This is an optimization exercise on Yosys and OpenROAD, whose aim is small area, not a production implementation.
Only simulation tests tie the RTL to the original design; equivalence was not proved.
Power and IR drop assume default switching activity.

Setup of v44:
==> flow/design.v (excerpt) <==
module Top_VGA(
     input wire clk, reset,
     output wire h_sync, v_sync,
     output wire [11:0] rgb,
     output [9:0] pixel_x, pixel_y,
     input [7:0] digit_HORA, digit_MIN, digit_SEG,
     input wire [7:0] digit_DD, digit_M, digit_AN,
     input wire [7:0] digit_TimerHORA, digit_TimerMIN, digit_TimerSEG,
     input Prog_on,
     input [3:0] Cursor
     );
Size: roughly 1400 cells after synthesis, roughly 8900 um2 of cells after synthesis.
==> flow/config.mk <==
export PLATFORM = sky130hd
export DESIGN_NAME = Top_VGA
export DESIGN_NICKNAME = Top_VGA
export VERILOG_FILES = /design/flow/design.v
export SDC_FILE = /design/flow/constraint.sdc
export NUM_CORES = 4
export LEC_CHECK = 0
export CAP_MARGIN = 10
export CELL_PAD_IN_SITES_DETAIL_PLACEMENT = 1
export CELL_PAD_IN_SITES_GLOBAL_PLACEMENT = 1
export CORE_MARGIN = 2
export CORE_UTILIZATION = 30
export CTS_BUF_LIST = sky130_fd_sc_hd__clkbuf_8
export GPL_TIMING_DRIVEN = 0
export PLACE_DENSITY = 0.32
export SLEW_MARGIN = 10
export SYNTH_MEMORY_MAX_BITS = 1048576
==> flow/constraint.sdc <==
create_clock -name core_clock -period 10.0 [get_ports {clk}]
set_input_delay 2.0000 -clock core_clock [delete_from_list [all_inputs] [get_ports {clk}]]
set_output_delay 2.0000 -clock core_clock [all_outputs]
set_load 0.01 [all_outputs]
standard.sh (not shown) runs the stock make flow with config.mk's settings and CLKGATE_MAP_FILE= SYNTH_SCRIPT=/design/flow/synth_recipe.tcl, a recipe that flattens the netlist after the stock synthesis.
==> flow/flow/run.sh <==
#!/bin/bash
# Own layout flow: the standard layout (standard.sh), except that
# - the synthesis maps the logic with an area-oriented ABC script
#   (flow/abc_area.script) instead of ORFS's delay-oriented one;
# - every input and output port still gets its buffer (buffer_ports), but a
#   sky130_fd_sc_hd__buf_1 instead of the default clkdlybuf4s50_1.
# Everything else - the synthesis script, registers, floorplan, placement,
# CTS, routing - is the standard flow's.
set -euo pipefail
WORK=$(pwd)
FLOWDIR=$(cd "$(dirname "${BASH_SOURCE[0]}")" && pwd)
# the synthesis script standard.sh hands to ORFS
SYN=$(grep -o 'SYNTH_SCRIPT=[^ ]*' standard.sh | head -1 | cut -d= -f2-)
[ -n "$SYN" ] || { echo "no SYNTH_SCRIPT in standard.sh"; exit 1; }
cat > "$WORK/area_synth.tcl" <<EOT
# replace only the ABC script of the mapping step
proc abc {args} {
  set i [lsearch -exact \$args -script]
  if {\$i >= 0} { set args [lreplace \$args [expr {\$i+1}] [expr {\$i+1}] $FLOWDIR/abc_area.script] }
  yosys abc {*}\$args
}
source $SYN
EOT
sed "s|SYNTH_SCRIPT=$SYN|SYNTH_SCRIPT=$WORK/area_synth.tcl|" standard.sh > "$WORK/area_standard.sh"
grep -q "SYNTH_SCRIPT=$WORK/area_synth.tcl" "$WORK/area_standard.sh" || { echo "could not set SYNTH_SCRIPT"; exit 1; }
bash "$WORK/area_standard.sh" "BUFFER_PORTS_ARGS=-buffer_cell sky130_fd_sc_hd__buf_1" finish > "$WORK/flow_make.log" 2>&1
==> flow/flow/abc_area.script <==
strash
dc2
&get -n
&deepsyn -T 400
&put
strash
&get -n
&dch -f
&nf -R 1000 -p -F 10 -A 10 -a
&put
topo
stime -c
v44: complete, dirty (capacitance limit, slew limit)
The following lists how v56 was set up differently from v44:
# v44
export LEC_CHECK = 0
export CAP_MARGIN = 10
export CELL_PAD_IN_SITES_DETAIL_PLACEMENT = 1
export CELL_PAD_IN_SITES_GLOBAL_PLACEMENT = 1
export CORE_MARGIN = 2
export CORE_UTILIZATION = 30
export CTS_BUF_LIST = sky130_fd_sc_hd__clkbuf_8
export GPL_TIMING_DRIVEN = 0
export PLACE_DENSITY = 0.32
export SLEW_MARGIN = 10
export SYNTH_MEMORY_MAX_BITS = 1048576
create_clock -name core_clock -period 10.0 [get_ports {clk}]
# v56
export LEC_CHECK = 0
export CAP_MARGIN = 20
export CELL_PAD_IN_SITES_DETAIL_PLACEMENT = 1
export CELL_PAD_IN_SITES_GLOBAL_PLACEMENT = 1
export CORE_MARGIN = 2
export CORE_UTILIZATION = 30
export GPL_TIMING_DRIVEN = 0
export PLACE_DENSITY = 0.32
export SLEW_MARGIN = 20
export SYNTH_MEMORY_MAX_BITS = 1048576
create_clock -name core_clock -period 10.0 [get_ports {clk}]
==> flow/flow/run.sh <==
#!/bin/bash
# Own layout flow: the standard layout (standard.sh), except that the
# synthesis maps the logic with an area-oriented ABC script (flow/abc_area.script)
# instead of ORFS's delay-oriented one. Everything else - the synthesis script,
# registers, floorplan, placement, CTS, routing - is the standard flow's.
set -euo pipefail
WORK=$(pwd)
FLOWDIR=$(cd "$(dirname "${BASH_SOURCE[0]}")" && pwd)
# the synthesis script standard.sh hands to ORFS
SYN=$(grep -o 'SYNTH_SCRIPT=[^ ]*' standard.sh | head -1 | cut -d= -f2-)
[ -n "$SYN" ] || { echo "no SYNTH_SCRIPT in standard.sh"; exit 1; }
cat > "$WORK/area_synth.tcl" <<EOT
# replace only the ABC script of the mapping step
proc abc {args} {
  set i [lsearch -exact \$args -script]
  if {\$i >= 0} { set args [lreplace \$args [expr {\$i+1}] [expr {\$i+1}] $FLOWDIR/abc_area.script] }
  yosys abc {*}\$args
}
source $SYN
EOT
sed "s|SYNTH_SCRIPT=$SYN|SYNTH_SCRIPT=$WORK/area_synth.tcl|" standard.sh > "$WORK/area_standard.sh"
grep -q "SYNTH_SCRIPT=$WORK/area_synth.tcl" "$WORK/area_standard.sh" || { echo "could not set SYNTH_SCRIPT"; exit 1; }
bash "$WORK/area_standard.sh" finish > "$WORK/flow_make.log" 2>&1
--- a/flow/flow/abc_area.script
+++ b/flow/flow/abc_area.script
@@ -2,5 +2,5 @@
 dc2
 &get -n
-&deepsyn -T 400
+&deepsyn -T 240
 &put
 strash
Notes after the runs:
Every stage of the flow completed for v56, and the final layout passed the timing, design-rule and antenna checks.
v56 vs. v44: power went up by about 14%.
Synthesized area (v56 over v44): increase, 0.37%
Comparing v56 with v44, the sequential share of the synthesized area came out essentially unchanged.
v44 and v56 ended up with nearly the same area share of fa/ha/maj cells after synthesis.
v56: transition time at the pin with the least slew margin lower than v44
Of v44 and v56, v56 shows the higher detailed-route vias per instance, with v44 below it.
Per the comparison of v56 with v44, global-route track usage on met1 increased 2.6 points; detailed-routing wirelength on met1 increased about 2.6%; total number of multi-input combinational cells increased 0.38%; average size of a mapped cell essentially unchanged.
Inputs modified between v56 and v52:
==> flow/run.sh (new file) <==
#!/bin/bash
# synth_recipe.tcl (not shown) runs the flow's synth.tcl, then flattens the netlist and writes it again
# the make line also repeats each setting of config.mk as NAME=value (left out here)
make -C /OpenROAD-flow-scripts/flow DESIGN_CONFIG=/design/flow/config.mk WORK_HOME=/design/flow/orfs CLKGATE_MAP_FILE= SYNTH_SCRIPT=/design/flow/synth_recipe.tcl finish
removed: flow/flow/run.sh
removed: flow/flow/abc_area.script
removed: flow/standard.sh
==> comparison <==
v52 vs v56: count of buffers from port buffering down slightly
Compared with v56, v52 degrades net switching component of the power.
On v52: area after synthesis is about 33% higher than what v56 gave.
Total number of vias ends up lower on v56.
For v9, these inputs were changed with respect to v52:
# v52
export LEC_CHECK = 0
export CAP_MARGIN = 20
export CELL_PAD_IN_SITES_DETAIL_PLACEMENT = 1
export CELL_PAD_IN_SITES_GLOBAL_PLACEMENT = 1
export CORE_MARGIN = 2
export CORE_UTILIZATION = 30
export GPL_TIMING_DRIVEN = 0
export PLACE_DENSITY = 0.32
export SLEW_MARGIN = 20
export SYNTH_MEMORY_MAX_BITS = 1048576
create_clock -name core_clock -period 10.0 [get_ports {clk}]
# v9
export LEC_CHECK = 0
export CAP_MARGIN = 20
export CELL_PAD_IN_SITES_DETAIL_PLACEMENT = 1
export CELL_PAD_IN_SITES_GLOBAL_PLACEMENT = 1
export CORE_MARGIN = 2
export CORE_UTILIZATION = 30
export CTS_BUF_LIST = sky130_fd_sc_hd__clkbuf_8
export GPL_TIMING_DRIVEN = 0
export PLACE_DENSITY = 0.32
export SLEW_MARGIN = 20
export SYNTH_MEMORY_MAX_BITS = 1048576
create_clock -name core_clock -period 10.0 [get_ports {clk}]
==> flow/flow/run.sh (new file) <==
#!/bin/bash
# Own layout flow: the standard layout (standard.sh), except that
# - the synthesis maps the logic with an area-oriented ABC script
#   (flow/abc_area.script) instead of ORFS's delay-oriented one;
# - every input and output port still gets its buffer (buffer_ports), but a
#   sky130_fd_sc_hd__buf_1 instead of the default clkdlybuf4s50_1.
# Everything else - the synthesis script, registers, floorplan, placement,
# CTS, routing - is the standard flow's.
set -euo pipefail
WORK=$(pwd)
FLOWDIR=$(cd "$(dirname "${BASH_SOURCE[0]}")" && pwd)
# the synthesis script standard.sh hands to ORFS
SYN=$(grep -o 'SYNTH_SCRIPT=[^ ]*' standard.sh | head -1 | cut -d= -f2-)
[ -n "$SYN" ] || { echo "no SYNTH_SCRIPT in standard.sh"; exit 1; }
cat > "$WORK/area_synth.tcl" <<EOT
# replace only the ABC script of the mapping step
proc abc {args} {
  set i [lsearch -exact \$args -script]
  if {\$i >= 0} { set args [lreplace \$args [expr {\$i+1}] [expr {\$i+1}] $FLOWDIR/abc_area.script] }
  yosys abc {*}\$args
}
source $SYN
EOT
sed "s|SYNTH_SCRIPT=$SYN|SYNTH_SCRIPT=$WORK/area_synth.tcl|" standard.sh > "$WORK/area_standard.sh"
grep -q "SYNTH_SCRIPT=$WORK/area_synth.tcl" "$WORK/area_standard.sh" || { echo "could not set SYNTH_SCRIPT"; exit 1; }
bash "$WORK/area_standard.sh" "BUFFER_PORTS_ARGS=-buffer_cell sky130_fd_sc_hd__buf_1" finish > "$WORK/flow_make.log" 2>&1
==> flow/flow/abc_area.script (new file) <==
strash
dc2
&get -n
&deepsyn -T 240
&put
strash
&get -n
&dch -f
&nf -R 1000 -p -F 10 -A 10 -a
&put
topo
stime -c
==> flow/standard.sh (new file) <==
#!/bin/bash
# synth_recipe.tcl (not shown) runs the flow's synth.tcl, then flattens the netlist and writes it again
# the make line also repeats each setting of config.mk as NAME=value (left out here)
make -C /OpenROAD-flow-scripts/flow DESIGN_CONFIG=/design/flow/config.mk WORK_HOME=/design/flow/orfs CLKGATE_MAP_FILE= SYNTH_SCRIPT=/design/flow/synth_recipe.tcl "${@:-finish}"
removed: flow/run.sh
### Flow results
- Looking at the reports, v9 completed the entire flow and the layout it produced met the timing, design-rule and antenna checks.
- Relative to v52, number of antenna diodes has decreased by 5 in v9.
- NOTE: proportion of layout cells with a drive suffix above 1 in v9 falls short of that of v52
- In v9, area after synthesis is lower than in v52.
- Any difference in overflow left after global routing between v9 and v52 is small enough to ignore.
- | design area | lower: v9 |
- Summary: half-perimeter wire length of the detailed placement result, v9 better than v52
- Comparing v9 and v52, the higher combinational group share of total power was measured on v52.
- v9: global-route wire length before repair 42 mm below v52
- v9 — power after layout about 22% lower, v52 as reference
- v9: highest clock frequency the design can meet lower than v52
- Row multi-input logic cell count: v9 lower / v52 higher

## port drivers added, routing unchanged
The results above use ideal ports. As a check the final layouts listed here were re-extracted and re-timed, cells and wires unchanged.
Step 1 sets driving cells, clkbuf_16 on the clock port and buf_2 on the other inputs (assumed; they add their load-dependent delay and slew).
Step 2 times the ports against the registers' clock, not the clock port: input delays grow and output delays shrink by t, the midpoint of the rising clock arrivals with the driver on.
Three values: ideal ports, drivers, drivers and shift; two values: the first two.
run	t (ns)	setup WS [ns]	pins driven straight from the clock port
v44	0.381	1.622 / 1.622 / 1.622	1
v56	0.342	2.108 / 2.108 / 2.108	1
v52	0.378	2.527 / 2.527 / 2.527	1
v9	0.357	1.688 / 1.688 / 1.688	1
